Context: an optimization exercise on an open-source flow, tuned for small area. The choices shown serve that exercise and are no tape-out recipe.
Only simulation tests tie the RTL to the original design; equivalence was not proved.

`flow/design.v`:
```
module cdf5_3 (
input logic [7:0] x0, x1, x2,
input logic signed [8:0] d_prev,
output logic [7:0] s,
output logic signed [8:0] d);
	logic [8:0] sum02;
	logic signed [8:0] x1s, hs;
	logic signed [9:0] dd;
	always_comb
	begin
		sum02 = {1'b0, x0} + {1'b0, x2};
		x1s = {1'b0, x1};
		hs = {1'b0, sum02[8:1]};
		d = x1s - hs;
		dd = {d[8], d} + {d_prev[8], d_prev};
		s = x0 + dd[9:2];
	end
endmodule
module coefs_to_row (
input logic clk,
input logic s_en, d_en,
input logic [7:0] s_in, d_in,
output logic [7:0] s_head, d_head);
	row_shift_bank #(.DEPTH(33)) s_chain(clk, s_en, s_in, s_head);
	row_shift_bank #(.DEPTH(31)) d_chain(clk, d_en, d_in, d_head);
endmodule
module row_shift_bank #(parameter DEPTH = 32) (
input logic clk, en,
input logic [7:0] din,
output logic [7:0] head);
	logic [7:0] data [0:DEPTH-1];
	always_ff @ (posedge clk)
	begin
		if (en)
		begin
			for (int i = 1; i < DEPTH; i=i+1)
				data[i] <= data[i-1];
			data[0] <= din;
		end
	end
	assign head = data[DEPTH-1];
endmodule
module dwt_module(
input logic clk, en, resetn,
input logic [7:0] in,
output logic [7:0] s, d,
output logic result, rdy);
	localparam LENGTH = 64;
	logic [6:0] result_counter;
	logic [5:0] block_counter;
	logic ip_en;
	logic [1:0] iter_flag;
	localparam logic [1:0] ST_IDLE = 2'd0, ST_FIRST_BLOCK = 2'd1, ST_MAIN_BLOCK = 2'd2, ST_LAST_BLOCK = 2'd3;
	logic [1:0] state, next_state;
	always_ff @ (posedge clk or negedge resetn)
	begin
		if (~resetn) state <= ST_IDLE;
		else state <= next_state;
	end
	always_comb
	begin
		next_state = state;
		case (state)
		ST_IDLE:
			if (en) next_state = ST_FIRST_BLOCK;
			else next_state = ST_IDLE;
		ST_FIRST_BLOCK:
			if (block_counter == 1) next_state = ST_MAIN_BLOCK;
			else next_state = ST_FIRST_BLOCK;
		ST_MAIN_BLOCK:
			if (block_counter == LENGTH/2-1) next_state = ST_LAST_BLOCK;
			else next_state = ST_MAIN_BLOCK;
		ST_LAST_BLOCK:
			if (block_counter == LENGTH/2) next_state = ST_IDLE;
			else next_state = ST_LAST_BLOCK;
		default:
			next_state = ST_IDLE;
		endcase
	end
	always_ff @ (posedge clk or negedge resetn)
	begin
		if (!resetn)
		begin
			iter_flag <= 0;
			rdy <= 0;
			ip_en <= 0;
		end
		else
		case (state)
		ST_IDLE:
		begin
			iter_flag <= 0;
			if (en)
			begin
				ip_en <= 1;
				rdy <= 0;
			end
			else
			begin
				rdy <= 1;
				ip_en <= 0;
			end
		end
		ST_FIRST_BLOCK:
		begin
			ip_en <= 0;
			if (block_counter == 1) rdy <= 1; else rdy <= 0;
		end
		ST_MAIN_BLOCK:
		begin
			if (block_counter == LENGTH/2-1) iter_flag <= 2; else iter_flag <= 1;
			if (en)
			begin
				ip_en <= 1;
				rdy <= 0;
			end
			else
			begin
				ip_en <= 0;
				if (result_counter == LENGTH) rdy <= 1; else rdy <= 0;
			end
		end
		ST_LAST_BLOCK:
		begin
			iter_flag <= 2;
			if (en)
			begin
				ip_en <= 1;
				rdy <= 0;
			end
			else
			begin
				ip_en <= 0;
				if (result_counter == LENGTH) rdy <= 1; else rdy <= 0;
			end
		end
		endcase
	end
	always_ff @ (posedge clk or negedge resetn)
	begin
		if (!resetn)
		begin
			result_counter <= 0;
			block_counter <= 0;
		end
		else
		begin
			if (block_counter == LENGTH/2)
				block_counter <= 0;
			else
			if (result_counter == LENGTH)
			begin
				result_counter <= 0;
				block_counter <= block_counter + 1;
			end
			else
			begin
				if (result) result_counter <= result_counter + 1;
			end
		end
	end
	localparam logic [1:0] IP_IDLE = 2'd0, IP_INPUT = 2'd1, IP_OUTPUT = 2'd2;
	logic [1:0] ip_state, ip_next;
	logic [7:0] cnt;	 
	logic [1:0] iter;
	always_ff @ (posedge clk or negedge resetn)
	begin
		if (~resetn) ip_state <= IP_IDLE;
		else ip_state <= ip_next;
	end
	always_comb
	begin
		ip_next = ip_state;
		case (ip_state)
		IP_IDLE:
			if (ip_en) ip_next = IP_INPUT;
			else ip_next = IP_IDLE;
		IP_INPUT:
		begin
			if (iter == 0)
				if (cnt == (LENGTH*3)-1) ip_next = IP_OUTPUT; else ip_next = IP_INPUT;
			if (iter == 1)
				if (cnt == (LENGTH*2)-1) ip_next = IP_OUTPUT; else ip_next = IP_INPUT;
			if (iter == 2)
				if (cnt == LENGTH-1) ip_next = IP_OUTPUT; else ip_next = IP_INPUT;
		end
		IP_OUTPUT:
			ip_next = IP_IDLE;
		default:
			ip_next = IP_IDLE;
		endcase
	end
	always_ff @ (posedge clk or negedge resetn)
	begin
		if (~resetn)
			cnt <= 8'hff;
		else
		case (ip_state)
		IP_IDLE:
			if (ip_en) cnt <= 1;
			else if (cnt != 8'hff) cnt <= cnt + 1;
		IP_INPUT:
			cnt <= cnt + 1;
		default:
			cnt <= 0;
		endcase
	end
	always_ff @ (posedge clk)
	begin
		if (resetn && ip_state == IP_IDLE && ip_en)
			iter <= iter_flag;
	end
	logic pv;		 
	logic [5:0] col;
	logic [1:0] row;
	logic even, c63;
	logic [7:0] xe, xo;
	logic signed [8:0] rdp;
	logic sstar;		 
	logic [7:0] rx1, rx2, rs;
	logic signed [8:0] rd;
	logic s_wr, d_wr;
	logic [2:0] tgt, tgt_r, tgt_s;
	assign pv = (ip_state == IP_INPUT) || (ip_state == IP_IDLE && ip_en);
	assign col = (ip_state == IP_INPUT) ? cnt[5:0] : 6'd0;
	assign row = (ip_state == IP_INPUT) ? cnt[7:6] : 2'd0;
	assign even = ~col[0];
	assign c63 = (col == 6'd63);
	assign rx1 = c63 ? in : xo;
	assign rx2 = (c63 || sstar) ? rx1 : in;
	cdf5_3 row_lift(xe, rx1, rx2, rdp, rs, rd);
	assign s_wr = (pv && ((even && col != 0) || c63)) || sstar;
	assign d_wr = pv && even && col != 0;
	always_comb
	begin
		case (row)
		2'd0: tgt = 3'b001;
		2'd1: tgt = 3'b010;
		default: tgt = (iter_flag == 0) ? 3'b100 : 3'b001;
		endcase
	end
	assign tgt_s = sstar ? tgt_r : tgt;
	always_ff @ (posedge clk or negedge resetn)
	begin
		if (~resetn) sstar <= 0;
		else sstar <= pv && c63;
	end
	always_ff @ (posedge clk)
	begin
		if (pv && even) xe <= in;
		if (pv && !even) xo <= in;
		if (pv && col == 0) rdp <= 0;
		else if (pv && (even || c63)) rdp <= rd;
		if (pv && c63) tgt_r <= tgt;
	end
	logic proc_s, proc_d, dsel;
	logic [7:0] u_sh, u_dh, a_sh, a_dh, b_sh, b_dh;
	logic [7:0] hu, ha, hb;
	logic [7:0] up_v, in1_v, in2_v;
	assign proc_s = (ip_state == IP_IDLE) && cnt >= 4 && cnt <= 36;
	assign proc_d = (ip_state == IP_IDLE) && cnt >= 37 && cnt <= 67;
	assign dsel = cnt >= 37;
	assign hu = dsel ? u_dh : u_sh;
	assign ha = dsel ? a_dh : a_sh;
	assign hb = dsel ? b_dh : b_sh;
	assign up_v = (iter_flag == 0) ? hb : hu;
	assign in1_v = (iter == 0) ? ha : hb;
	assign in2_v = (iter_flag == 2) ? in1_v : ((iter == 0) ? ((iter_flag == 0) ? hu : hb) : ha);
	coefs_to_row buf_u(clk, proc_s || (s_wr && tgt_s[2]), proc_d || (d_wr && tgt[2]),
		proc_s ? in2_v : rs, proc_d ? in2_v : rd[7:0], u_sh, u_dh);
	coefs_to_row buf_a(clk, proc_s || (s_wr && tgt_s[1]), proc_d || (d_wr && tgt[1]),
		proc_s ? a_sh : rs, proc_d ? a_dh : rd[7:0], a_sh, a_dh);
	coefs_to_row buf_b(clk, proc_s || (s_wr && tgt_s[0]), proc_d || (d_wr && tgt[0]),
		proc_s ? b_sh : rs, proc_d ? b_dh : rd[7:0], b_sh, b_dh);
	logic signed [8:0] cdp, cdp_r, cd;
	logic [7:0] cs;
	assign cdp = (cnt == 4) ? 9'sd0 : cdp_r;
	cdf5_3 col_lift(up_v, in1_v, in2_v, cdp, cs, cd);
	always_ff @ (posedge clk)
	begin
		cdp_r <= cd;
		s <= cs;
		d <= cd[7:0];
	end
	assign result = (ip_state == IP_IDLE) && cnt >= 5 && cnt <= 68;
endmodule
```
`flow/run.sh`:
```
#!/bin/bash
# synth_recipe.tcl (not shown) runs the flow's synth.tcl, then flattens the netlist and writes it again
# the make line also repeats each setting of config.mk as NAME=value (left out here)
make -C /OpenROAD-flow-scripts/flow DESIGN_CONFIG=/design/flow/config.mk WORK_HOME=/design/flow/orfs CLKGATE_MAP_FILE= SYNTH_SCRIPT=/design/flow/synth_recipe.tcl finish
```
`flow/config.mk`:
```
export PLATFORM = sky130hd
export DESIGN_NAME = dwt_module
export DESIGN_NICKNAME = dwt_module
export VERILOG_FILES = /design/flow/design.v
export SDC_FILE = /design/flow/constraint.sdc
export NUM_CORES = 4
export LEC_CHECK = 0
export CAP_MARGIN = 20
export CORE_MARGIN = 2
export CORE_UTILIZATION = 40
export CTS_BUF_LIST = sky130_fd_sc_hd__clkbuf_8
export CTS_CLUSTER_SIZE = 30
export PLACE_DENSITY = 0.6
export SLEW_MARGIN = 20
```
`flow/constraint.sdc`:
```
create_clock -name core_clock -period 10.0 [get_ports {clk}]
set_input_delay 2.0000 -clock core_clock [delete_from_list [all_inputs] [get_ports {clk}]]
set_output_delay 2.0000 -clock core_clock [all_outputs]
set_load 0.01 [all_outputs]
```
==> flow_metrics.env, run 1 <==
export IMPL_status="finished clean"
export IMPL_arrival_ns=8.36
export IMPL_cts_path_max_buffers=3
export IMPL_post_cts_setup_buffers=0
export IMPL_clock_sinks=1613
export IMPL_viasPerCell=4.66
export IMPL_synth_area_um2=53200
export IMPL_grt_ovfl_total=0
export IMPL_io_pins=29
export IMPL_synth_seq_cells=1613
export IMPL_synth_cells=2396
export IMPL_drt_iter0_markers=2026
export IMPL_final_cell_mix="edfxtp_1 (1,557), clkbuf_8 (233), nand2_1 (142)"
export IMPL_firstDrtPassIters=5
export IMPL_synth_seq_area_share_pct=90.2
export IMPL_grt_usage_pct=11.9
export IMPL_critPathSlowestCell="a311oi_4"
export IMPL_hp_class="reg -> reg"
export IMPL_clk_pin_slew_worst_paths_ns=0.06
export IMPL_drive_gt1_share_pct=12.7
export IMPL_antenna_found_initial=5
export IMPL_fill_cells=11000
export IMPL_synth_edf_count=1557
export IMPL_ctsResizeCount=0
export IMPL_wl_um=81000
export IMPL_synth_top_flop_cell="edfxtp_1"
export IMPL_gp_congestion=0.830
export IMPL_dieWidth_um=369
export IMPL_io_buffers=28
export IMPL_finalHoldViolations=0
export IMPL_cp_end_kind="flip-flop"
export IMPL_wl_per_cell_um=17.7
export IMPL_cp_required_ns=10.77
export IMPL_finalNetCount=2728
export IMPL_core_um2=132000
export IMPL_cp_max_fo=18
export IMPL_synth_top_cell_by_area="edfxtp_1"
export IMPL_timing_final_crit_share_pct=75.8
export IMPL_yosys_cell_types_count=72
export IMPL_path_class="reg -> reg"
export IMPL_drv_cap=0
export IMPL_synth_area_leaders="edfxtp_1 (88%), ha_1 (1.6%), dfrtp_1 (1.0%), nand2_1 (1.0%), dfxtp_1 (0.98%)"
export IMPL_hold_buffers=0
export IMPL_grt_pass1_wl_um=124000
export IMPL_routed_via_count=21400
export IMPL_slew_limit_headroom_pct=24.5
export IMPL_worst_pin_slew_ns=1.13
export IMPL_syn_area_per_cell_um2=22.2
export IMPL_setup_viol=0
export IMPL_grt_max_degree=209
export IMPL_dpl_hpwl_um=44700
export IMPL_cts_buffers=233
export IMPL_crit_top_cell="xnor2_1"
export IMPL_grt_pass1_vias=21500
export IMPL_path_buf_inv=2
export IMPL_final_setup_skew_ns=0.0447
export IMPL_crit_family="compound AO/OA/AOI/OAI gates"
export IMPL_fp_row_count=133
export IMPL_drv_slew=0
export IMPL_critPathMaxStageDelay_ns=0.96
export IMPL_tritoncts="yes"
export IMPL_async_flop_share_pct=1.86
export IMPL_whs_ns=0.388
export IMPL_cts_root_buf="clkbuf_8"
export IMPL_dieArea_um2=136000
export IMPL_htreeDepth=4
export IMPL_syn2layout_area_growth_pct=12.9
export IMPL_dieHeight_um=369
export IMPL_multi_input_area_um2=4960
export IMPL_syn_num_nets=2482
export IMPL_yosys_warnings=6
export IMPL_fmax_mhz=132
export IMPL_min_period_ns=7.58
export IMPL_insertion_delay_ns=0.89
export IMPL_drtAntennaViolNets=0
export IMPL_mostFrequentLayoutCell="edfxtp_1"
export IMPL_critPathLaunchType="flip-flop"
export IMPL_start_util_pct=40.4
export IMPL_seqCellArea_um2=48000
export IMPL_remaining_drc_errors=0
export IMPL_synth_top_area_share_pct=87.8
export IMPL_fin_util_pct=45.6
export IMPL_rsz0062_at_grt="no"
-- final timing paths --
check	startpoint	endpoint	slack (ns)	cells after the start
setup / recovery	cnt[1]$_DFFE_PN1P_	s[7]$_DFF_P_	2.42	27
hold / removal	buf_u.s_chain.data[20][7]$_DFFE_PP_	buf_u.s_chain.data[21][7]$_DFFE_PP_	0.39	0
setup reg to reg	cnt[1]$_DFFE_PN1P_	s[7]$_DFF_P_	2.42	27
hold reg to reg	buf_u.s_chain.data[20][7]$_DFFE_PP_	buf_u.s_chain.data[21][7]$_DFFE_PP_	0.39	0
max in group asynchronous	resetn	result_counter[0]$_DFFE_PN0P_	8.29	1
min in group asynchronous	resetn	iter_flag[0]$_DFFE_PN0N_	1.20	1
-- state kept, by name (all words and copies together) (netlist names) --
signal and flops:
block_counter 6, buf_a.s_chain.data 264, buf_b.d_chain.data 248, xo 8
buf_u.s_chain.data 264, ip_state 2, ip_en 1, rdy 1
iter 2, sstar 1, state 2, xe 8
iter_flag 2, cdp_r 9, rdp 9, result_counter 7
buf_u.d_chain.data 248, s 8, cnt 8, tgt_r 3
buf_a.d_chain.data 248, buf_b.s_chain.data 264
-- worst register-to-register path, cell delays in order, from the launching register on --
cell	delay, ns
dfstp_2	0.58
inv_1	0.09
ha_1	0.17
nand2b_1	0.23
a311oi_4	0.96
mux2i_1	0.41
mux2i_1	0.29
o21ai_1	0.23
a221o_1	0.30
inv_1	0.13
fa_1	0.47
a21o_1	0.20
a21oi_1	0.22
o21bai_1	0.10
a21oi_1	0.25
xnor2_1	0.18
ha_1	0.30
xnor2_1	0.16
ha_1	0.23
or3_1	0.37
o221a_2	0.27
o21a_1	0.21
nor2_1	0.12
xnor2_1	0.09
ha_1	0.21
o41ai_1	0.43
xnor2_1	0.13
xnor2_1	0.15
-- synth_stat cells, drive strengths merged, types with 18 or more instances --
master / n
mux2: 18
ha: 69
edfxtp: 1557
dfrtp: 22
nor2b: 26
mux2i: 34
clkbuf: 18
inv: 45
a21oi: 51
nor2: 64
nor3: 19
xnor2: 40
o21ai: 45
buf: 20
dfxtp: 26
nand2: 142
-- per-layer routing --
layer  vias to the layer above  global-route usage, %  routed length, um
li1                       9883                      -                  -
met1                     10800                   18.6              41300
met2                       534                   15.5              33100
met3                       164                   3.30               4650
met4                         0                   4.95               1970
met5                         -                      0                  0
-- metrics by stage --
step	instances	setup WS [ns]	area (um2)	TNS, ns
3_3_place_gp	4161	2.42	55800	0
5_1_grt	4582	1.96	60100	0
6_report	4582	2.42	60100	0
3_5_place_dp	4161	2.41	55800	0
4_1_cts	4579	2.48	60000	0
2_1_floorplan	2396	-3.25	53300	-4054.74
-- final cells by class --
type | instances | share of cell area (%)
Clock buffer | 233 | 5.34
Multi-Input combinational cell | 700 | 8.25
Timing Repair Buffer | 49 | 0.847
Sequential cell | 1613 | 79.9
Antenna cell | 2 | 0.00833
Inverter | 45 | 0.281
Clock inverter | 185 | 1.68
Tap cell | 1755 | 3.65
-- logic make-up (layout without fill, tap and decap cells) --
kind of cell	count (synthesis)	after routing	synth area share, %
AND/OR/NAND/NOR	322	322	2.78
XOR/XNOR	55	55	0.905
buffers and inverters	83	512	0.691
AO/OA/AOI/OAI	196	196	2.51
flip-flops	1613	1613	90.2
other	0	2	0
multiplexers	52	52	1.04
adder cells (fa/ha/maj)	75	75	1.85
==> run 2: changes to the inputs <==
--- a/flow/config.mk
+++ b/flow/config.mk
@@ -10,4 +10,2 @@
 export CORE_UTILIZATION = 40
-export CTS_BUF_LIST = sky130_fd_sc_hd__clkbuf_8
-export CTS_CLUSTER_SIZE = 30
 export PLACE_DENSITY = 0.6
==> flow_metrics.env, run 2 <==
export IMPL_finalHoldViolations=0
export IMPL_insertion_delay_ns=0.76
export IMPL_dieHeight_um=369
export IMPL_syn_area_per_cell_um2=22.2
export IMPL_routed_via_count=21000
export IMPL_critPathLaunchType="flip-flop"
export IMPL_htreeDepth=4
export IMPL_synth_area_um2=53200
export IMPL_synth_area_leaders="edfxtp_1 (88%), ha_1 (1.6%), dfrtp_1 (1.0%), nand2_1 (1.0%), dfxtp_1 (0.98%)"
export IMPL_grt_pass1_vias=20800
export IMPL_syn2layout_area_growth_pct=14.1
export IMPL_remaining_drc_errors=0
export IMPL_min_period_ns=7.64
export IMPL_io_buffers=28
export IMPL_yosys_warnings=6
export IMPL_synth_top_flop_cell="edfxtp_1"
export IMPL_firstDrtPassIters=5
export IMPL_synth_top_cell_by_area="edfxtp_1"
export IMPL_core_um2=132000
export IMPL_grt_max_degree=209
export IMPL_drv_cap=0
export IMPL_synth_commonest_cells="edfxtp_1 (1,557), nand2_1 (142), ha_1 (69)"
export IMPL_grt_usage_pct=11.6
export IMPL_arrival_ns=8.27
export IMPL_crit_top_cell="ha_1"
export IMPL_rsz0062_at_grt="no"
export IMPL_setup_ws_ns=2.36
export IMPL_io_pins=29
export IMPL_grt_ovfl_total=0
export IMPL_synth_seq_area_share_pct=90.2
export IMPL_yosys_cell_types_count=72
export IMPL_cts_buffers=157
export IMPL_fin_area_um2=60700
export IMPL_syn_num_nets=2482
export IMPL_drt_iter0_markers=1980
export IMPL_antenna_found_initial=3
export IMPL_clock_sinks=1613
export IMPL_hold_buffers=0
export IMPL_cts_root_buf="clkbuf_16"
export IMPL_cts_path_max_buffers=3
export IMPL_async_flop_share_pct=1.86
export IMPL_finalNetCount=2653
export IMPL_place_ws_ns=2.41
export IMPL_hp_start="buf_b.d_chain.data[16][2]$_DFFE_PP_"
export IMPL_ctsResizeCount=0
export IMPL_viasPerCell=4.71
export IMPL_synth_seq_cells=1613
export IMPL_timing_final_crit_share_pct=76.4
export IMPL_critPathMaxStageDelay_ns=1.01
export IMPL_hp_class="reg -> reg"
export IMPL_post_cts_setup_buffers=0
export IMPL_yosysMostFrequentCell="edfxtp_1"
export IMPL_drtAntennaViolNets=0
export IMPL_synth_top_area_share_pct=87.8
export IMPL_dieArea_um2=136000
export IMPL_critPathLaunch="cnt[6]$_DFFE_PN1P_"
export IMPL_synth_edf_count=1557
export IMPL_postPlaceCellArea_um2=55800
export IMPL_drv_slew=0
export IMPL_cp_end_kind="flip-flop"
export IMPL_fin_util_pct=46.1
export IMPL_clk_pin_slew_worst_paths_ns=0.06
export IMPL_path_class="reg -> reg"
export IMPL_setup_viol=0
export IMPL_slew_limit_headroom_pct=19.1
export IMPL_final_cell_mix="edfxtp_1 (1,557), clkbuf_16 (159), nand2_1 (142)"
export IMPL_start_util_pct=40.4
export IMPL_largestRegisters="buf_a.s_chain.data: 264 flops, buf_b.s_chain.data: 264 flops, buf_u.s_chain.data: 264 flops"
export IMPL_seqCellArea_um2=48000
export IMPL_dpl_hpwl_um=44700
export IMPL_fill_cells=10900
export IMPL_status="finished clean"
export IMPL_final_setup_skew_ns=0.0219
export IMPL_wl_um=79000
export IMPL_cp_max_fo=25
export IMPL_gp_congestion=0.830
export IMPL_cp_required_ns=10.63
export IMPL_drive_gt1_share_pct=10.5
export IMPL_tritoncts="yes"
export IMPL_mostFrequentLayoutCell="edfxtp_1"
export IMPL_critPathSlowestCell="a221oi_1"
export IMPL_dieWidth_um=369
export IMPL_fmax_mhz=131
export IMPL_synth_cells=2396
export IMPL_grt_pass1_wl_um=122000
export IMPL_multi_input_area_um2=4960
export IMPL_wl_per_cell_um=17.8
export IMPL_fp_row_count=133
export IMPL_regToRegStartpoint="cnt[6]$_DFFE_PN1P_"
export IMPL_worst_pin_slew_ns=1.21
[run 2: final cells by class]
class,count,share of cell area (%)
clock inverters,86,1.12
multi-input cells,700,8.16
repair buffers,50,0.878
clock buffers,199,6.83
flip-flops and latches,1613,79.1
inverters,45,0.278
well taps,1755,3.62
diodes,1,0.00412
[run 2: worst paths after layout]
path | endpoint | slack [ns] | depth (start not counted)
worst max-delay path | s[7]$_DFF_P_ | 2.36 | 25
worst min-delay path | buf_b.d_chain.data[17][2]$_DFFE_PP_ | 0.40 | 0
worst max register to register | s[7]$_DFF_P_ | 2.36 | 25
worst min register to register | buf_b.d_chain.data[17][2]$_DFFE_PP_ | 0.40 | 0
max in group asynchronous | result_counter[5]$_DFFE_PN0P_ | 8.18 | 1
min in group asynchronous | sstar$_DFF_PN0_ | 1.32 | 1
[run 2: metrics by stage]
step	hold WS (ns)	TNS (ns)	cells
final	0.404	0	4449
after global routing	0.411	0	4448
after floorplan	0.400	-4054.74	2396
after CTS	0.402	0	4446
after global placement	0.400	0	4161
after detailed placement	0.405	0	4161
[run 2: per-layer routing]
layer	GRT usage (%)	vias up	part of all wire, %
met3	3.01	150	5.5
met5	0	-	0
met4	4.32	0	2.3
met2	15.3	472	41
li1	-	9720	-
met1	18.4	10600	51
[run 2: cell families (layout without fill, tap and decap cells)]
logic type / count (synthesis) / after routing / synth area share [%]
buffers and inverters: 83 / 380 / 0.691
DFF: 1613 / 1613 / 90.2
muxes: 52 / 52 / 1.04
and+or+nand+nor: 322 / 322 / 2.78
other: 0 / 1 / 0
adders and majority gates: 75 / 75 / 1.85
AOI/OAI and AO/OA: 196 / 196 / 2.51
xor gates and xnor gates: 55 / 55 / 0.905
[run 2: critical path: cells and delay by family (launching register included)]
| kind | cells | cell delay (ns) |
|---|---|---|
| fa+ha+maj | 4 | 1.28 |
| flops | 1 | 0.65 |
| xor+xnor | 4 | 0.61 |
| simple gates | 5 | 1.11 |
| buf+inv | 1 | 0.38 |
| compound gates | 9 | 2.71 |
| mux | 2 | 0.78 |
==> run 3: changes to the inputs <==
--- a/flow/config.mk
+++ b/flow/config.mk
@@ -10,2 +10,3 @@
 export CORE_UTILIZATION = 40
+export CTS_BUF_LIST = sky130_fd_sc_hd__clkbuf_4
 export PLACE_DENSITY = 0.6
==> flow_metrics.env, run 3 <==
export IMPL_start_util_pct=40.4
export IMPL_yosysMostFrequentCell="edfxtp_1"
export IMPL_gp_congestion=0.830
export IMPL_yosys_cell_types_count=72
export IMPL_cp_end_kind="flip-flop"
export IMPL_multi_input_area_um2=4950
export IMPL_syn2layout_area_growth_pct=13.9
export IMPL_fill_cells=11100
export IMPL_final_setup_skew_ns=0.104
export IMPL_synth_top_area_share_pct=87.8
export IMPL_cts_buffers=399
export IMPL_syn_num_nets=2482
export IMPL_cts_root_buf="clkbuf_4"
export IMPL_drt_iter0_markers=1930
export IMPL_synth_top_flop_cell="edfxtp_1"
export IMPL_syn_area_per_cell_um2=22.2
export IMPL_arrival_ns=8.69
export IMPL_dieHeight_um=369
export IMPL_synth_commonest_cells="edfxtp_1 (1,557), nand2_1 (142), ha_1 (69)"
export IMPL_synth_top_cell_by_area="edfxtp_1"
export IMPL_drv_slew=0
export IMPL_synth_area_um2=53200
export IMPL_holdPathStages=0
export IMPL_synth_edf_count=1557
export IMPL_grt_usage_pct=12.1
export IMPL_drive_gt1_share_pct=22.0
export IMPL_grt_pass1_wl_um=127000
export IMPL_cp_required_ns=11.07
export IMPL_postPlaceCellArea_um2=55800
export IMPL_worst_pin_slew_ns=1.26
export IMPL_hold_buffers=0
export IMPL_min_period_ns=7.62
export IMPL_fp_row_count=133
export IMPL_drv_cap=0
export IMPL_dpl_hpwl_um=44700
export IMPL_async_flop_share_pct=1.86
export IMPL_fmax_mhz=131
export IMPL_drtAntennaViolNets=0
export IMPL_largestRegisters="buf_a.s_chain.data: 264 flops, buf_b.s_chain.data: 264 flops, buf_u.s_chain.data: 264 flops"
export IMPL_critPathLaunch="cnt[6]$_DFFE_PN1P_"
export IMPL_dp_cells=4161
export IMPL_critPathLaunchType="flip-flop"
export IMPL_timing_final_crit_share_pct=76.2
export IMPL_regToRegStartpoint="cnt[6]$_DFFE_PN1P_"
export IMPL_fin_cells=4836
export IMPL_finalNetCount=2895
export IMPL_r2r_slack_ns=2.38
export IMPL_yosys_warnings=6
export IMPL_finalHoldViolations=0
export IMPL_path_class="reg -> reg"
export IMPL_insertion_delay_ns=1.26
export IMPL_timing_rr_end="s[7]$_DFF_P_"
export IMPL_remaining_drc_errors=0
export IMPL_synth_seq_cells=1613
export IMPL_antenna_found_initial=5
export IMPL_seqCellArea_um2=48000
export IMPL_ctsResizeCount=0
export IMPL_grt_max_degree=209
export IMPL_wl_um=82100
export IMPL_crit_path_end="s[7]$_DFF_P_"
export IMPL_mostFrequentLayoutCell="edfxtp_1"
export IMPL_dieWidth_um=369
export IMPL_post_cts_setup_buffers=0
export IMPL_grt_pass1_vias=22800
export IMPL_cts_path_max_buffers=4
export IMPL_rsz0062_at_grt="no"
export IMPL_final_cell_mix="edfxtp_1 (1,557), clkbuf_4 (583), nand2_1 (142)"
export IMPL_io_pins=29
export IMPL_htreeDepth=5
export IMPL_status="finished clean"
export IMPL_cp_max_fo=25
export IMPL_synth_seq_area_share_pct=90.2
export IMPL_core_um2=132000
export IMPL_routed_via_count=22300
export IMPL_tritoncts="yes"
export IMPL_setup_viol=0
export IMPL_reg2regPathDepth=25
export IMPL_slew_limit_headroom_pct=16.1
export IMPL_clk_pin_slew_worst_paths_ns=0.06
export IMPL_synth_cells=2396
export IMPL_firstDrtPassIters=5
export IMPL_dieArea_um2=136000
export IMPL_fin_area_um2=60700
export IMPL_io_buffers=28
export IMPL_viasPerCell=4.61
export IMPL_wl_per_cell_um=17.0
export IMPL_grt_ovfl_total=0
export IMPL_synth_area_leaders="edfxtp_1 (88%), ha_1 (1.6%), dfrtp_1 (1.0%), nand2_1 (1.0%), dfxtp_1 (0.98%)"
export IMPL_hp_class="reg -> reg"
export IMPL_clock_sinks=1613
[run 3: cell counts after synthesis]
Identical to the previous run, type by type.
[run 3: stage by stage]
step	hold slack, ns	setup TNS (ns)	util [%]	setup WS [ns]
after floorplan	0.400	-4054.74	-	-3.25
after global placement	0.400	0	42.3	2.42
after detailed placement	0.405	0	42.3	2.41
after CTS	0.312	0	46.0	2.45
after global routing	0.329	0	46.0	1.94
final	0.341	0	46.0	2.38
[run 3: logic make-up after synthesis]
family	after synthesis	share of synthesized area, %
AO/OA/AOI/OAI	196	2.51
multiplexers	52	1.04
flip-flops	1613	90.2
XOR/XNOR	55	0.905
adder cells (fa/ha/maj)	75	1.85
buffers and inverters	83	0.691
AND/OR/NAND/NOR	322	2.78
[run 3: layer usage]
layer,global-route usage (%),vias to the layer above,share of wire (%)
met2,15.4,561,41
met4,5.85,0,2.2
met1,18.5,11200,51
met5,0,-,0
met3,3.87,150,5.8
li1,-,10400,-
[run 3: cell type report]
type | count | share of cell area (%)
antenna | 8 | 0.0330
clock buffer | 583 | 7.22
clock inverter | 82 | 0.631
inverter | 45 | 0.278
multi-input combinational | 700 | 8.17
sequential | 1613 | 79.2
tap | 1755 | 3.62
timing repair buffer | 50 | 0.858
[run 3: worst max-delay path, stage by stage (launching register included)]
cell and delay, ns:
dfstp_2 0.65, or2_0 0.63, a311o_1 0.20, buf_4 0.38, mux2i_1 0.26, mux2i_1 0.45
o21ai_0 0.15, a221oi_1 1.04, ha_1 0.44, nor2b_1 0.15, nor2_1 0.14, nor2_1 0.07
a211o_1 0.26, a311oi_1 0.22, ha_1 0.33, a21oi_1 0.16, o21ai_0 0.11, xor2_1 0.27
ha_1 0.31, o21a_1 0.15, nor2_1 0.12, xnor2_1 0.09, ha_1 0.21, o41ai_1 0.43
xnor2_1 0.13, xnor2_1 0.15
[run 3: how the worst min path moves through the flow]
stage                                                     end  slack (ns)                                 from
final                     buf_a.s_chain.data[20][2]$_DFFE_PP_        0.34  buf_a.s_chain.data[19][2]$_DFFE_PP_
after global routing      buf_a.s_chain.data[11][2]$_DFFE_PP_        0.33  buf_a.s_chain.data[10][2]$_DFFE_PP_
after CTS                 buf_a.s_chain.data[20][2]$_DFFE_PP_        0.31  buf_a.s_chain.data[19][2]$_DFFE_PP_
after detailed placement  buf_a.d_chain.data[18][7]$_DFFE_PP_        0.40  buf_a.d_chain.data[17][7]$_DFFE_PP_
after global placement    buf_u.d_chain.data[14][0]$_DFFE_PP_        0.40  buf_u.d_chain.data[13][0]$_DFFE_PP_
after floorplan           buf_a.d_chain.data[10][0]$_DFFE_PP_        0.40   buf_a.d_chain.data[9][0]$_DFFE_PP_
==> run 4: changes to the inputs <==
--- a/flow/design.v
+++ b/flow/design.v
@@ -20,6 +20,7 @@
 input logic clk,
-input logic s_en, d_en,
+input logic s_en, d_en, link,
 input logic [7:0] s_in, d_in,
-output logic [7:0] s_head, d_head);
-	row_shift_bank #(.DEPTH(33)) s_chain(clk, s_en, s_in, s_head);
+output logic [7:0] head);
+	logic [7:0] d_head;
+	row_shift_bank #(.DEPTH(33)) s_chain(clk, s_en, link ? d_head : s_in, head);
 	row_shift_bank #(.DEPTH(31)) d_chain(clk, d_en, d_in, d_head);
@@ -48,3 +49,3 @@
 	localparam LENGTH = 64;
-	logic [6:0] result_counter;
+	logic block_done;	 
 	logic [5:0] block_counter;
@@ -119,3 +120,3 @@
 				ip_en <= 0;
-				if (result_counter == LENGTH) rdy <= 1; else rdy <= 0;
+				rdy <= block_done;
 			end
@@ -133,3 +134,3 @@
 				ip_en <= 0;
-				if (result_counter == LENGTH) rdy <= 1; else rdy <= 0;
+				rdy <= block_done;
 			end
@@ -142,3 +143,2 @@
 		begin
-			result_counter <= 0;
 			block_counter <= 0;
@@ -150,11 +150,4 @@
 			else
-			if (result_counter == LENGTH)
-			begin
-				result_counter <= 0;
+			if (block_done)
 				block_counter <= block_counter + 1;
-			end
-			else
-			begin
-				if (result) result_counter <= result_counter + 1;
-			end
 		end
@@ -217,3 +210,3 @@
 	logic [7:0] xe, xo;
-	logic signed [8:0] rdp;
+	logic signed [8:0] dpr;	 
 	logic sstar;		 
@@ -222,3 +215,4 @@
 	logic s_wr, d_wr;
-	logic [2:0] tgt, tgt_r, tgt_s;
+	logic [1:0] trow;
+	logic [2:0] tgt;
 	assign pv = (ip_state == IP_INPUT) || (ip_state == IP_IDLE && ip_en);
@@ -230,3 +224,2 @@
 	assign rx2 = (c63 || sstar) ? rx1 : in;
-	cdf5_3 row_lift(xe, rx1, rx2, rdp, rs, rd);
 	assign s_wr = (pv && ((even && col != 0) || c63)) || sstar;
@@ -235,9 +228,9 @@
 	begin
-		case (row)
-		2'd0: tgt = 3'b001;
-		2'd1: tgt = 3'b010;
-		default: tgt = (iter_flag == 0) ? 3'b100 : 3'b001;
-		endcase
-	end
-	assign tgt_s = sstar ? tgt_r : tgt;
+		case (trow)
+		2'd0: tgt = (iter != 0) ? 3'b001 : (iter_flag == 0) ? 3'b100 : 3'b010;
+		2'd1: tgt = (iter == 0) ? 3'b001 : 3'b010;
+		default: tgt = 3'b010;
+		endcase
+	end
+	assign trow = sstar ? cnt[7:6] - 2'd1 : row;
 	always_ff @ (posedge clk or negedge resetn)
@@ -251,36 +244,31 @@
 		if (pv && !even) xo <= in;
-		if (pv && col == 0) rdp <= 0;
-		else if (pv && (even || c63)) rdp <= rd;
-		if (pv && c63) tgt_r <= tgt;
-	end
-	logic proc_s, proc_d, dsel;
-	logic [7:0] u_sh, u_dh, a_sh, a_dh, b_sh, b_dh;
-	logic [7:0] hu, ha, hb;
-	logic [7:0] up_v, in1_v, in2_v;
-	assign proc_s = (ip_state == IP_IDLE) && cnt >= 4 && cnt <= 36;
-	assign proc_d = (ip_state == IP_IDLE) && cnt >= 37 && cnt <= 67;
-	assign dsel = cnt >= 37;
-	assign hu = dsel ? u_dh : u_sh;
-	assign ha = dsel ? a_dh : a_sh;
-	assign hb = dsel ? b_dh : b_sh;
-	assign up_v = (iter_flag == 0) ? hb : hu;
-	assign in1_v = (iter == 0) ? ha : hb;
-	assign in2_v = (iter_flag == 2) ? in1_v : ((iter == 0) ? ((iter_flag == 0) ? hu : hb) : ha);
-	coefs_to_row buf_u(clk, proc_s || (s_wr && tgt_s[2]), proc_d || (d_wr && tgt[2]),
-		proc_s ? in2_v : rs, proc_d ? in2_v : rd[7:0], u_sh, u_dh);
-	coefs_to_row buf_a(clk, proc_s || (s_wr && tgt_s[1]), proc_d || (d_wr && tgt[1]),
-		proc_s ? a_sh : rs, proc_d ? a_dh : rd[7:0], a_sh, a_dh);
-	coefs_to_row buf_b(clk, proc_s || (s_wr && tgt_s[0]), proc_d || (d_wr && tgt[0]),
-		proc_s ? b_sh : rs, proc_d ? b_dh : rd[7:0], b_sh, b_dh);
-	logic signed [8:0] cdp, cdp_r, cd;
-	logic [7:0] cs;
-	assign cdp = (cnt == 4) ? 9'sd0 : cdp_r;
-	cdf5_3 col_lift(up_v, in1_v, in2_v, cdp, cs, cd);
-	always_ff @ (posedge clk)
-	begin
-		cdp_r <= cd;
-		s <= cs;
-		d <= cd[7:0];
+	end
+	logic proc;
+	logic [7:0] hu, hx, hy;
+	logic [7:0] up_v, in1_v, in2_v, u_src;
+	assign proc = (ip_state == IP_IDLE) && cnt >= 4 && cnt <= 67;
+	assign up_v = (iter == 2 && iter_flag == 0) ? hx : hu;
+	assign in1_v = hx;
+	assign in2_v = (iter == 2) ? ((iter_flag == 2) ? hx : hu) : hy;
+	assign u_src = (iter == 2) ? hu : hy;
+	coefs_to_row buf_u(clk, proc || (s_wr && tgt[2]), proc || (d_wr && tgt[2]), proc,
+		rs, proc ? u_src : rd[7:0], hu);
+	coefs_to_row buf_y(clk, proc || (s_wr && tgt[1]), proc || (d_wr && tgt[1]), proc,
+		rs, rd[7:0], hy);
+	coefs_to_row buf_x(clk, proc || (s_wr && tgt[0]), proc || (d_wr && tgt[0]), proc,
+		rs, rd[7:0], hx);
+	logic [7:0] lx0, lx1, lx2;
+	assign lx0 = proc ? up_v : xe;
+	assign lx1 = proc ? in1_v : rx1;
+	assign lx2 = proc ? in2_v : rx2;
+	cdf5_3 lift(lx0, lx1, lx2, dpr, rs, rd);
+	always_ff @ (posedge clk)
+	begin
+		if ((pv && col == 0) || (ip_state == IP_IDLE && cnt == 3)) dpr <= 0;
+		else if ((pv && (even || c63)) || proc) dpr <= rd;
+		s <= rs;
+		d <= rd[7:0];
 	end
 	assign result = (ip_state == IP_IDLE) && cnt >= 5 && cnt <= 68;
-endmodule
+	assign block_done = (ip_state == IP_IDLE) && cnt == 69;
+endmodule
--- a/flow/config.mk
+++ b/flow/config.mk
@@ -10,3 +10,5 @@
 export CORE_UTILIZATION = 40
-export CTS_BUF_LIST = sky130_fd_sc_hd__clkbuf_4
+export CTS_BUF_LIST = sky130_fd_sc_hd__clkbuf_16
+export CTS_CLUSTER_DIAMETER = 150
+export CTS_CLUSTER_SIZE = 25
 export PLACE_DENSITY = 0.6
==> flow_metrics.env, run 4 <==
export IMPL_status="finished clean"
export IMPL_cts_root_buf="clkbuf_16"
export IMPL_finalNetCount=2267
export IMPL_async_flop_share_pct=1.44
export IMPL_setup_viol=0
export IMPL_synth_top_cell_by_area="edfxtp_1"
export IMPL_cp_required_ns=10.37
export IMPL_synth_commonest_cells="edfxtp_1 (1,554), nand2_1 (81), nor2_1 (59)"
export IMPL_hold_buffers=0
export IMPL_wl_um=70100
export IMPL_fmax_mhz=131
export IMPL_yosys_cell_types_count=57
export IMPL_cts_path_max_buffers=3
export IMPL_min_period_ns=7.66
export IMPL_drtAntennaViolNets=0
export IMPL_mostFrequentLayoutCell="edfxtp_1"
export IMPL_io_pins=29
export IMPL_antenna_found_initial=6
export IMPL_cp_max_fo=35
export IMPL_critPathLaunchType="flip-flop"
export IMPL_hp_class="reg -> reg"
export IMPL_wl_per_cell_um=17.9
export IMPL_gp_congestion=0.831
export IMPL_synth_seq_cells=1602
export IMPL_core_um2=127000
export IMPL_drv_slew=0
export IMPL_dieWidth_um=361
export IMPL_critPathSlowestCell="a31o_2"
export IMPL_insertion_delay_ns=0.67
export IMPL_dieArea_um2=130000
export IMPL_yosys_area_share_simple_pct=1.78
export IMPL_syn_area_per_cell_um2=24.2
export IMPL_dpl_hpwl_um=37900
export IMPL_fp_row_count=131
export IMPL_ctsResizeCount=0
export IMPL_critPathMaxStageDelay_ns=0.82
export IMPL_firstDrtPassIters=5
export IMPL_dieHeight_um=361
export IMPL_viasPerCell=4.72
export IMPL_synth_edf_count=1554
export IMPL_cts_buffers=74
export IMPL_synth_compound_area_share_pct=1.87
export IMPL_htreeDepth=3
export IMPL_path_class="reg -> reg"
export IMPL_final_cell_mix="edfxtp_1 (1,554), nand2_1 (81), clkbuf_16 (74)"
export IMPL_final_setup_skew_ns=0.0356
export IMPL_arrival_ns=8.04
export IMPL_synth_xor_area_share_pct=0.515
export IMPL_grt_pass1_wl_um=108000
export IMPL_crit_family="compound AO/OA/AOI/OAI gates"
export IMPL_routed_via_count=18500
export IMPL_yosysMostFrequentCell="edfxtp_1"
export IMPL_post_cts_setup_buffers=0
export IMPL_synth_cells=2111
export IMPL_clock_sinks=1602
export IMPL_grt_max_degree=208
export IMPL_drt_iter0_markers=2197
export IMPL_largestRegisters="buf_u.s_chain.data: 264 flops, buf_x.s_chain.data: 264 flops, buf_y.s_chain.data: 264 flops"
export IMPL_yosys_area_share_adder_pct=1.15
export IMPL_grt_ovfl_total=0
export IMPL_synth_area_um2=51000
export IMPL_fin_util_pct=43.9
export IMPL_clk_pin_slew_worst_paths_ns=0.10
export IMPL_finalHoldViolations=0
export IMPL_grt_usage_pct=10.6
export IMPL_drive_gt1_share_pct=5.86
export IMPL_grt_pass1_vias=18300
export IMPL_worst_pin_slew_ns=1.14
export IMPL_tritoncts="yes"
export IMPL_cp_end_kind="flip-flop"
export IMPL_synth_seq_area_share_pct=93.6
export IMPL_synth_top_area_share_pct=91.4
export IMPL_syn_num_nets=2167
export IMPL_muxShareOfSynthArea_pct=0.787
export IMPL_syn2layout_area_growth_pct=9.27
export IMPL_synth_top_flop_cell="edfxtp_1"
export IMPL_rsz0062_at_grt="no"
export IMPL_yosys_warnings=6
export IMPL_io_buffers=28
export IMPL_start_util_pct=40.2
export IMPL_drv_cap=0
export IMPL_timing_final_crit_share_pct=76.6
export IMPL_remaining_drc_errors=0
export IMPL_synth_area_leaders="edfxtp_1 (91%), ha_1 (1.0%), dfxtp_1 (0.98%), mux2i_1 (0.76%), dfrtp_1 (0.74%)"
export IMPL_synth_top_family_by_area="compound AO/OA/AOI/OAI gates"
export IMPL_path_buf_inv=1
export IMPL_slew_limit_headroom_pct=23.9
[run 4: logic make-up after synthesis]
kind of cell,count (synthesis)
flops,1602
xor+xnor,30
simple gates,199
compound gates,150
fa+ha+maj,45
buf+inv,45
mux,40
[run 4: cell type report]
class / count / area [um2]
Antenna cell: 1 / 2.50
Clock buffer: 74 / 1850
Clock inverter: 45 / 280
Fill cell: 10500 / 71300
Inverter: 23 / 86.3
Multi-Input combinational cell: 464 / 3200
Sequential cell: 1602 / 47800
Tap cell: 1662 / 2080
Timing Repair Buffer: 46 / 518
[run 4: through the flow]
stage / setup WS, ns / cell area (um2) / cells / setup TNS, ns / hold slack [ns]
finish: 2.34 / 55800 / 3917 / 0 / 0.398
detailed placement: 2.06 / 53600 / 3795 / 0 / 0.405
global route: 1.80 / 55800 / 3916 / 0 / 0.392
floorplan: -4.17 / 51000 / 2111 / -5629.19 / 0.400
global placement: 2.13 / 53600 / 3795 / 0 / 0.400
CTS: 2.35 / 55700 / 3914 / 0 / 0.383
[run 4: path summary, 6_finish.rpt]
kind                                                    start                             endpoint  slack, ns  cells past startpoint
max                                        cnt[7]$_DFFE_PN1P_   buf_u.s_chain.data[0][7]$_DFFE_PP_       2.34                     29
min                        buf_u.s_chain.data[9][5]$_DFFE_PP_  buf_u.s_chain.data[10][5]$_DFFE_PP_       0.40                      0
max reg2reg                                cnt[7]$_DFFE_PN1P_   buf_u.s_chain.data[0][7]$_DFFE_PP_       2.34                     29
min reg2reg                buf_u.s_chain.data[9][5]$_DFFE_PP_  buf_u.s_chain.data[10][5]$_DFFE_PP_       0.40                      0
max in group asynchronous                              resetn                   cnt[2]$_DFFE_PN1P_       7.99                      2
min in group asynchronous                              resetn                      sstar$_DFF_PN0_       1.71                      2
[run 4: metal layers]
layer | GRT usage (%) | up-vias | routed length [um] | share of wire, %
li1 | - | 8454 | - | -
met1 | 16.9 | 9628 | 36000 | 51
met2 | 14.9 | 292 | 29600 | 42
met3 | 1.78 | 100 | 2970 | 4.2
met4 | 3.38 | 2 | 1510 | 2.1
met5 | 0 | - | 13 | 0.019
==> run 5: changes to the inputs <==
--- a/flow/config.mk
+++ b/flow/config.mk
@@ -11,4 +11,4 @@
 export CTS_BUF_LIST = sky130_fd_sc_hd__clkbuf_16
-export CTS_CLUSTER_DIAMETER = 150
-export CTS_CLUSTER_SIZE = 25
+export CTS_CLUSTER_DIAMETER = 200
+export CTS_CLUSTER_SIZE = 27
 export PLACE_DENSITY = 0.6
==> flow_metrics.env, run 5 <==
export IMPL_post_cts_setup_buffers=0
export IMPL_ctsResizeCount=0
export IMPL_io_pins=29
export IMPL_timing_final_crit_share_pct=76.9
export IMPL_grt_max_degree=208
export IMPL_core_um2=127000
export IMPL_busiest_layer="met1"
export IMPL_whs_ns=0.408
export IMPL_finalHoldViolations=0
export IMPL_cts_path_max_buffers=3
export IMPL_syn2layout_area_growth_pct=9.08
export IMPL_mostFrequentLayoutCell="edfxtp_1"
export IMPL_synth_area_leaders="edfxtp_1 (91%), ha_1 (1.0%), dfxtp_1 (0.98%), mux2i_1 (0.76%), dfrtp_1 (0.74%)"
export IMPL_gr_usage_met3_pct=1.90
export IMPL_drt_iter0_markers=2160
export IMPL_grt_usage_pct=10.6
export IMPL_cp_required_ns=10.36
export IMPL_syn_area_per_cell_um2=24.2
export IMPL_wl_um=70200
export IMPL_postPlaceCellArea_um2=53600
export IMPL_regToRegStartpoint="cnt[7]$_DFFE_PN1P_"
export IMPL_synth_cells=2111
export IMPL_yosys_cell_types_count=57
export IMPL_reg2regPathDepth=29
export IMPL_critPathLaunchType="flip-flop"
export IMPL_synth_edf_count=1554
export IMPL_synth_seq_area_share_pct=93.6
export IMPL_drive_gt1_share_pct=5.65
export IMPL_setup_viol=0
export IMPL_cp_max_fo=35
export IMPL_fp_row_count=131
export IMPL_synth_top_flop_cell="edfxtp_1"
export IMPL_firstDrtPassIters=5
export IMPL_fin_util_pct=43.8
export IMPL_final_cell_mix="edfxtp_1 (1,554), nand2_1 (81), clkbuf_16 (73)"
export IMPL_synth_area_um2=51000
export IMPL_timing_rr_end="buf_u.s_chain.data[0][7]$_DFFE_PP_"
export IMPL_critPathSlowestCell="a31o_2"
export IMPL_drtAntennaViolNets=0
export IMPL_worst_pin_slew_ns=1.12
export IMPL_htreeDepth=3
export IMPL_hp_class="reg -> reg"
export IMPL_fin_area_um2=55700
export IMPL_rsz0062_at_grt="no"
export IMPL_gp_congestion=0.831
export IMPL_r2r_slack_ns=2.31
export IMPL_critPathLaunch="cnt[7]$_DFFE_PN1P_"
export IMPL_syn_num_nets=2167
export IMPL_yosysMostFrequentCell="edfxtp_1"
export IMPL_remaining_drc_errors=0
export IMPL_status="finished clean"
export IMPL_clk_pin_slew_worst_paths_ns=0.10
export IMPL_hp_start="buf_x.s_chain.data[2][5]$_DFFE_PP_"
export IMPL_holdPathEnd="buf_x.s_chain.data[3][5]$_DFFE_PP_"
export IMPL_holdPathStages=0
export IMPL_dpl_hpwl_um=37900
export IMPL_path_class="reg -> reg"
export IMPL_grt_pass1_vias=18200
export IMPL_io_buffers=28
export IMPL_drv_slew=0
export IMPL_start_util_pct=40.2
export IMPL_clock_sinks=1602
export IMPL_diodes=0
export IMPL_synth_commonest_cells="edfxtp_1 (1,554), nand2_1 (81), nor2_1 (59)"
export IMPL_finalNetCount=2262
export IMPL_use_met2_pct=15.0
export IMPL_routed_via_count=18400
export IMPL_cts_buffers=69
export IMPL_viasPerCell=4.71
export IMPL_dieHeight_um=361
export IMPL_async_flop_share_pct=1.44
export IMPL_slew_limit_headroom_pct=24.7
export IMPL_antenna_found_initial=4
export IMPL_synth_seq_cells=1602
export IMPL_hold_buffers=0
export IMPL_yosys_warnings=6
export IMPL_use_met1_pct=16.7
export IMPL_fmax_mhz=130
export IMPL_largestRegisters="buf_u.s_chain.data: 264 flops, buf_x.s_chain.data: 264 flops, buf_y.s_chain.data: 264 flops"
export IMPL_dieWidth_um=361
export IMPL_grt_ovfl_total=0
export IMPL_synth_top_cell_by_area="edfxtp_1"
export IMPL_critPathMaxStageDelay_ns=0.82
export IMPL_final_setup_skew_ns=0.0319
export IMPL_min_period_ns=7.69
export IMPL_dieArea_um2=130000
export IMPL_tritoncts="yes"
export IMPL_arrival_ns=8.05
export IMPL_cts_root_buf="clkbuf_16"
export IMPL_wl_per_cell_um=17.9
export IMPL_insertion_delay_ns=0.67
export IMPL_cp_end_kind="flip-flop"
export IMPL_synth_top_area_share_pct=91.4
export IMPL_drv_cap=0
export IMPL_grt_pass1_wl_um=108000
[run 5: cell count changes in the layout (fill, tap and decap cells not counted), sizes merged]
cell    delta
inv        -4
clkinv     -3
bufinv     +1
clkbuf     -1
diode      -1
[run 5: cell families after synthesis]
group | synth area share (%)
compound gates | 1.87
xor+xnor | 0.515
fa+ha+maj | 1.15
buf+inv | 0.336
flops | 93.6
mux | 0.787
simple gates | 1.78
[run 5: critical path: cells and delay by family, from the launching register on]
kind            cells  cell delay, ns
xor+xnor            5            1.21
buf+inv             1            0.11
compound gates     14            3.36
simple gates        4            0.43
flops               1            0.62
fa+ha+maj           5            1.63
[run 5: per-layer routing]
metal / routed length (um) / vias up
met4: 1490 / 2
met1: 35900 / 9630
li1: - / 8421
met3: 2950 / 93
met5: 12 / -
met2: 29800 / 281
[run 5: per-stage QoR]
| stage | cells | setup TNS [ns] | worst slack, ns |
|---|---|---|---|
| 6_report | 3909 | 0 | 2.31 |
| 5_1_grt | 3909 | 0 | 1.80 |
| 3_3_place_gp | 3795 | 0 | 2.13 |
| 3_5_place_dp | 3795 | 0 | 2.06 |
| 2_1_floorplan | 2111 | -5629.19 | -4.17 |
| 4_1_cts | 3907 | 0 | 2.36 |
[run 5: final cells by class]
cell class,instances,area (um2)
clock buffer,73,1830
clock inverter,39,211
fill,10500,71400
inverter,23,86.3
multi-input combinational,464,3200
sequential,1602,47800
tap,1662,2080
timing repair buffer,46,518
[run 5: worst max-delay path by stage]
| stage | end | slack, ns |
|---|---|---|
| final | buf_u.s_chain.data[0][7]$_DFFE_PP_ | 2.31 |
| after detailed placement | buf_u.s_chain.data[0][7]$_DFFE_PP_ | 2.06 |
| after global placement | buf_y.s_chain.data[0][7]$_DFFE_PP_ | 2.13 |
| after CTS | buf_u.s_chain.data[0][7]$_DFFE_PP_ | 2.36 |
| after floorplan | buf_u.s_chain.data[0][0]$_DFFE_PP_ | -4.17 |
| after global routing | buf_y.s_chain.data[0][7]$_DFFE_PP_ | 1.80 |
==> run 6: changes to the inputs <==
--- a/flow/config.mk
+++ b/flow/config.mk
@@ -12,3 +12,3 @@
 export CTS_CLUSTER_DIAMETER = 200
-export CTS_CLUSTER_SIZE = 27
+export CTS_CLUSTER_SIZE = 30
 export PLACE_DENSITY = 0.6
==> flow_metrics.env, run 6 <==
export IMPL_synth_top_area_share_pct=91.4
export IMPL_antenna_found_initial=4
export IMPL_arrival_ns=8.14
export IMPL_slew_limit_headroom_pct=25.4
export IMPL_remaining_drc_errors=0
export IMPL_cp_required_ns=10.42
export IMPL_setup_viol=0
export IMPL_synth_commonest_cells="edfxtp_1 (1,554), nand2_1 (81), nor2_1 (59)"
export IMPL_syn_num_nets=2167
export IMPL_status="finished clean"
export IMPL_cts_buffers=59
export IMPL_finalHoldViolations=0
export IMPL_hp_class="reg -> reg"
export IMPL_grt_usage_pct=10.5
export IMPL_routed_via_count=18300
export IMPL_drtAntennaViolNets=0
export IMPL_viasPerCell=4.69
export IMPL_cts_root_buf="clkbuf_16"
export IMPL_ctsResizeCount=0
export IMPL_mostFrequentLayoutCell="edfxtp_1"
export IMPL_critPathLaunchType="flip-flop"
export IMPL_core_um2=127000
export IMPL_grt_ovfl_total=0
export IMPL_setup_ws_ns=2.28
export IMPL_fin_util_pct=43.6
export IMPL_dieArea_um2=130000
export IMPL_cts_path_max_buffers=3
export IMPL_insertion_delay_ns=0.73
export IMPL_path_buf_inv=1
export IMPL_critPathMaxStageDelay_ns=0.81
export IMPL_largestRegisters="buf_u.s_chain.data: 264 flops, buf_x.s_chain.data: 264 flops, buf_y.s_chain.data: 264 flops"
export IMPL_grt_pass1_wl_um=108000
export IMPL_whs_ns=0.399
export IMPL_final_setup_skew_ns=0.0507
export IMPL_dieWidth_um=361
export IMPL_synth_seq_cells=1602
export IMPL_yosys_cell_types_count=57
export IMPL_start_util_pct=40.2
export IMPL_drv_slew=0
export IMPL_worst_pin_slew_ns=1.12
export IMPL_post_cts_setup_buffers=0
export IMPL_crit_family="compound AO/OA/AOI/OAI gates"
export IMPL_critPathSlowestCell="a31o_2"
export IMPL_htreeDepth=2
export IMPL_synth_top_cell_by_area="edfxtp_1"
export IMPL_place_ws_ns=2.06
export IMPL_cp_end_kind="flip-flop"
export IMPL_drv_cap=0
export IMPL_min_period_ns=7.72
export IMPL_dpl_hpwl_um=37900
export IMPL_io_buffers=28
export IMPL_gp_congestion=0.831
export IMPL_synth_area_leaders="edfxtp_1 (91%), ha_1 (1.0%), dfxtp_1 (0.98%), mux2i_1 (0.76%), dfrtp_1 (0.74%)"
export IMPL_synth_seq_area_share_pct=93.6
export IMPL_cp_max_fo=35
export IMPL_drive_gt1_share_pct=5.04
export IMPL_final_cell_mix="edfxtp_1 (1,554), nand2_1 (81), inv_1 (66)"
export IMPL_dieHeight_um=361
export IMPL_clock_sinks=1602
export IMPL_synth_edf_count=1554
export IMPL_finalNetCount=2252
export IMPL_yosys_warnings=6
export IMPL_syn2layout_area_growth_pct=8.45
export IMPL_synth_top_flop_cell="edfxtp_1"
export IMPL_yosysMostFrequentCell="edfxtp_1"
export IMPL_rsz0062_at_grt="no"
export IMPL_wl_um=69900
export IMPL_clk_pin_slew_worst_paths_ns=0.11
export IMPL_wl_per_cell_um=17.9
export IMPL_grt_pass1_vias=18100
export IMPL_async_flop_share_pct=1.44
export IMPL_syn_area_per_cell_um2=24.2
export IMPL_firstDrtPassIters=5
export IMPL_path_class="reg -> reg"
export IMPL_grt_max_degree=208
export IMPL_timing_final_crit_share_pct=77.2
export IMPL_fp_row_count=131
export IMPL_drt_iter0_markers=2226
export IMPL_fmax_mhz=130
export IMPL_hold_buffers=0
export IMPL_io_pins=29
export IMPL_tritoncts="yes"
export IMPL_synth_cells=2111
export IMPL_synth_area_um2=51000
[run 6: logic make-up after synthesis]
group / after synthesis / share of synthesized area, %
DFF: 1602 / 93.6
and+or+nand+nor: 199 / 1.78
AOI/OAI and AO/OA: 150 / 1.87
buffers and inverters: 45 / 0.336
adders and majority gates: 45 / 1.15
muxes: 40 / 0.787
xor gates and xnor gates: 30 / 0.515
[run 6: cell type report]
cell class,count,area [um2]
fillers,10500,71700
flip-flops and latches,1602,47800
multi-input cells,464,3200
well taps,1662,2080
clock buffers,59,1480
repair buffers,46,518
clock inverters,48,235
inverters,23,86.3
diodes,1,2.50
[run 6: through the flow]
step | cell area (um2) | instances | TNS (ns)
final | 55300 | 3905 | 0
after global routing | 55300 | 3904 | 0
after CTS | 55300 | 3902 | 0
after detailed placement | 53600 | 3795 | 0
after global placement | 53600 | 3795 | 0
after floorplan | 51000 | 2111 | -5629.19
[run 6: worst paths after layout]
| kind | endpoint | slack (ns) | from | cells after the start |
|---|---|---|---|---|
| setup reg to reg | buf_u.s_chain.data[0][7]$_DFFE_PP_ | 2.28 | cnt[7]$_DFFE_PN1P_ | 29 |
| hold reg to reg | buf_x.d_chain.data[25][0]$_DFFE_PP_ | 0.40 | buf_x.d_chain.data[24][0]$_DFFE_PP_ | 0 |
| max in group asynchronous | cnt[2]$_DFFE_PN1P_ | 8.05 | resetn | 2 |
| min in group asynchronous | sstar$_DFF_PN0_ | 1.65 | resetn | 2 |
| hold / removal | buf_x.d_chain.data[25][0]$_DFFE_PP_ | 0.40 | buf_x.d_chain.data[24][0]$_DFFE_PP_ | 0 |
| setup / recovery | buf_u.s_chain.data[0][7]$_DFFE_PP_ | 2.28 | cnt[7]$_DFFE_PN1P_ | 29 |
[run 6: routing by layer]
| layer | GRT usage (%) | vias up | part of all wire (%) |
|---|---|---|---|
| met1 | 16.7 | 9581 | 52 |
| met2 | 14.9 | 234 | 42 |
| met4 | 2.83 | 2 | 2.2 |
| met5 | 0 | - | 0.019 |
| met3 | 1.79 | 97 | 3.6 |
| li1 | - | 8406 | - |
==> run 7: changes to the inputs <==
--- a/flow/config.mk
+++ b/flow/config.mk
@@ -9,7 +9,7 @@
 export CORE_MARGIN = 2
-export CORE_UTILIZATION = 40
+export CORE_UTILIZATION = 65
 export CTS_BUF_LIST = sky130_fd_sc_hd__clkbuf_16
-export CTS_CLUSTER_DIAMETER = 200
-export CTS_CLUSTER_SIZE = 30
-export PLACE_DENSITY = 0.6
+export CTS_CLUSTER_DIAMETER = 120
+export CTS_CLUSTER_SIZE = 25
+export PLACE_DENSITY = 0.8
 export SLEW_MARGIN = 20
==> flow_metrics.env, run 7 <==
export IMPL_status="finished clean"
export IMPL_critPathLaunchType="flip-flop"
export IMPL_mostFrequentLayoutCell="edfxtp_1"
export IMPL_synth_area_um2=51000
export IMPL_dp_cells=3175
export IMPL_drv_slew=0
export IMPL_async_flop_share_pct=1.44
export IMPL_htreeDepth=3
export IMPL_io_pins=29
export IMPL_hp_class="reg -> reg"
export IMPL_gr_usage_met3_pct=3.49
export IMPL_use_met2_pct=30.8
export IMPL_grt_ovfl_total=0
export IMPL_routed_via_count=18500
export IMPL_place_ws_ns=2.09
export IMPL_hold_buffers=0
export IMPL_min_period_ns=7.77
export IMPL_synth_seq_cells=1602
export IMPL_wl_per_cell_um=23.5
export IMPL_timing_final_crit_share_pct=77.7
export IMPL_drtAntennaViolNets=0
export IMPL_gp_congestion=0.828
export IMPL_synth_top_cell_by_area="edfxtp_1"
export IMPL_synth_top_flop_cell="edfxtp_1"
export IMPL_reg2regPathDepth=27
export IMPL_antenna_found_initial=11
export IMPL_cts_root_buf="clkbuf_16"
export IMPL_wl_um=77600
export IMPL_dpl_hpwl_um=39500
export IMPL_synth_commonest_cells="edfxtp_1 (1,554), nand2_1 (81), nor2_1 (59)"
export IMPL_dieArea_um2=80800
export IMPL_synth_top_area_share_pct=91.4
export IMPL_path_buf_inv=1
export IMPL_final_setup_skew_ns=0.0251
export IMPL_syn2layout_area_growth_pct=7.81
export IMPL_finalNetCount=2269
export IMPL_synth_cells=2111
export IMPL_firstDrtPassIters=5
export IMPL_fin_area_um2=55000
export IMPL_crit_top_cell="xnor2_1"
export IMPL_grt_usage_pct=19.2
export IMPL_synth_seq_area_share_pct=93.6
export IMPL_fin_cells=3298
export IMPL_start_util_pct=65.8
export IMPL_busiest_layer="met2"
export IMPL_remaining_drc_errors=0
export IMPL_cp_num_cells=27
export IMPL_viasPerCell=5.60
export IMPL_clk_pin_slew_worst_paths_ns=0.09
export IMPL_dieWidth_um=284
export IMPL_arrival_ns=8.11
export IMPL_cp_end_kind="flip-flop"
export IMPL_synth_edf_count=1554
export IMPL_insertion_delay_ns=0.65
export IMPL_rsz0062_at_grt="no"
export IMPL_grt_pass1_vias=18500
export IMPL_grt_max_degree=233
export IMPL_post_cts_setup_buffers=0
export IMPL_dieHeight_um=284
export IMPL_drt_iter0_markers=1844
export IMPL_syn_num_nets=2167
export IMPL_drv_cap=0
export IMPL_critPathSlowestCell="a31o_2"
export IMPL_drive_gt1_share_pct=5.90
export IMPL_use_met1_pct=28.1
export IMPL_setup_viol=0
export IMPL_yosysMostFrequentCell="edfxtp_1"
export IMPL_cts_path_max_buffers=3
export IMPL_crit_family="compound AO/OA/AOI/OAI gates"
export IMPL_whs_ns=0.410
export IMPL_slew_limit_headroom_pct=23.2
export IMPL_largestRegisters="buf_u.s_chain.data: 264 flops, buf_x.s_chain.data: 264 flops, buf_y.s_chain.data: 264 flops"
export IMPL_finalHoldViolations=0
export IMPL_path_class="reg -> reg"
export IMPL_cts_buffers=74
export IMPL_holdPathStages=0
export IMPL_yosys_warnings=6
export IMPL_critPathMaxStageDelay_ns=0.80
export IMPL_postPlaceCellArea_um2=52800
export IMPL_io_buffers=28
export IMPL_clock_sinks=1602
export IMPL_yosys_cell_types_count=57
export IMPL_setup_ws_ns=2.23
export IMPL_tritoncts="yes"
export IMPL_ctsResizeCount=0
export IMPL_cp_required_ns=10.35
export IMPL_fmax_mhz=129
export IMPL_synth_area_leaders="edfxtp_1 (91%), ha_1 (1.0%), dfxtp_1 (0.98%), mux2i_1 (0.76%), dfrtp_1 (0.74%)"
export IMPL_final_cell_mix="edfxtp_1 (1,554), nand2_1 (81), clkbuf_16 (76)"
export IMPL_core_um2=77600
export IMPL_fp_row_count=102
export IMPL_cp_max_fo=35
export IMPL_syn_area_per_cell_um2=24.2
export IMPL_grt_pass1_wl_um=114000
export IMPL_worst_pin_slew_ns=1.15
==> run 7: cell count changes in the layout (fill, tap and decap cells not counted), moves of 2 or more <==
| cell | delta |
|---|---|
| inv_1 | -5 |
| clkbuf_16 | +17 |
| inv_16 | -2 |
| clkinv_16 | +2 |
==> run 7: layout make-up <==
| cell class | instances | area, um2 |
|---|---|---|
| Sequential cell | 1602 | 47800 |
| Timing Repair Buffer | 48 | 529 |
| Clock buffer | 76 | 1900 |
| Antenna cell | 2 | 5.00 |
| Inverter | 23 | 86.3 |
| Tap cell | 1040 | 1300 |
| Multi-Input combinational cell | 464 | 3200 |
| Fill cell | 4434 | 22600 |
| Clock inverter | 43 | 244 |
==> run 7: routing by layer <==
layer	wire (um)	share of wire, %
met3	4240	5.5
met5	0	0
met1	33800	44
met2	38000	49
met4	1450	1.9
==> run 7: logic make-up after synthesis <==
| group | share of synthesized area, % |
|---|---|
| compound gates | 1.87 |
| simple gates | 1.78 |
| xor+xnor | 0.515 |
| buf+inv | 0.336 |
| fa+ha+maj | 1.15 |
| flops | 93.6 |
| mux | 0.787 |
==> run 7: worst paths after layout <==
check                                                          from                                   to  slack [ns]
worst max-delay path                             cnt[7]$_DFFE_PN1P_   buf_y.s_chain.data[0][7]$_DFFE_PP_        2.23
max in group asynchronous                                    resetn                   cnt[2]$_DFFE_PN1P_        7.95
min in group asynchronous                                    resetn         block_counter[3]$_DFFE_PN0P_        1.74
worst min-delay path            buf_x.s_chain.data[23][6]$_DFFE_PP_  buf_x.s_chain.data[24][6]$_DFFE_PP_        0.41
worst max register to register                   cnt[7]$_DFFE_PN1P_   buf_y.s_chain.data[0][7]$_DFFE_PP_        2.23
worst min register to register  buf_x.s_chain.data[23][6]$_DFFE_PP_  buf_x.s_chain.data[24][6]$_DFFE_PP_        0.41
==> run 7: through the flow <==
stage          setup TNS (ns)  utilization, %
2_1_floorplan        -5629.19               -
3_3_place_gp                0            68.1
3_5_place_dp                0            68.1
4_1_cts                     0            70.8
5_1_grt                     0            70.9
6_report                    0            70.9

-- afterwards: timing with drivers on the ports --
Ports are ideal in the flow. The routed layouts listed here were re-timed in OpenROAD. Step 1, drivers: a clkbuf_16 drives clk and a buf_2 each remaining input, both assumed. Step 2 also shifts input and output timing later by t, the mid clock arrival at the registers, as if the neighbouring blocks saw the same clock. Three values: no drivers, after step 1, after step 2; two values: the first two.
run	t (ns)	slack for setup (ns)	worst setup path after step 2	clock arrival spread, ns	worst register clock-pin slew, ns
run 1	0.937	2.416 / 2.416 / 2.416	register to register	0.048 / 0.048	0.07 / 0.07
run 2	0.819	2.360 / 2.360 / 2.360	register to register	0.029 / 0.028	0.07 / 0.07
run 3	1.268	2.384 / 2.384 / 2.377	input to register	0.122 / 0.122	0.08 / 0.08
run 4	0.724	2.337 / 2.337 / 2.010	input to register	0.042 / 0.041	0.11 / 0.11
run 5	0.726	2.306 / 2.306 / 1.962	input to register	0.033 / 0.034	0.12 / 0.12
run 6	0.774	2.282 / 2.282 / 1.941	input to register	0.052 / 0.052	0.12 / 0.12
run 7	0.697	2.235 / 2.235 / 2.013	input to register	0.031 / 0.031	0.11 / 0.11
After both steps every run listed still meets setup and hold. The setup slack of run 5, which loses most, moves by 0.000 ns with the drivers and by -0.344 ns with both steps.
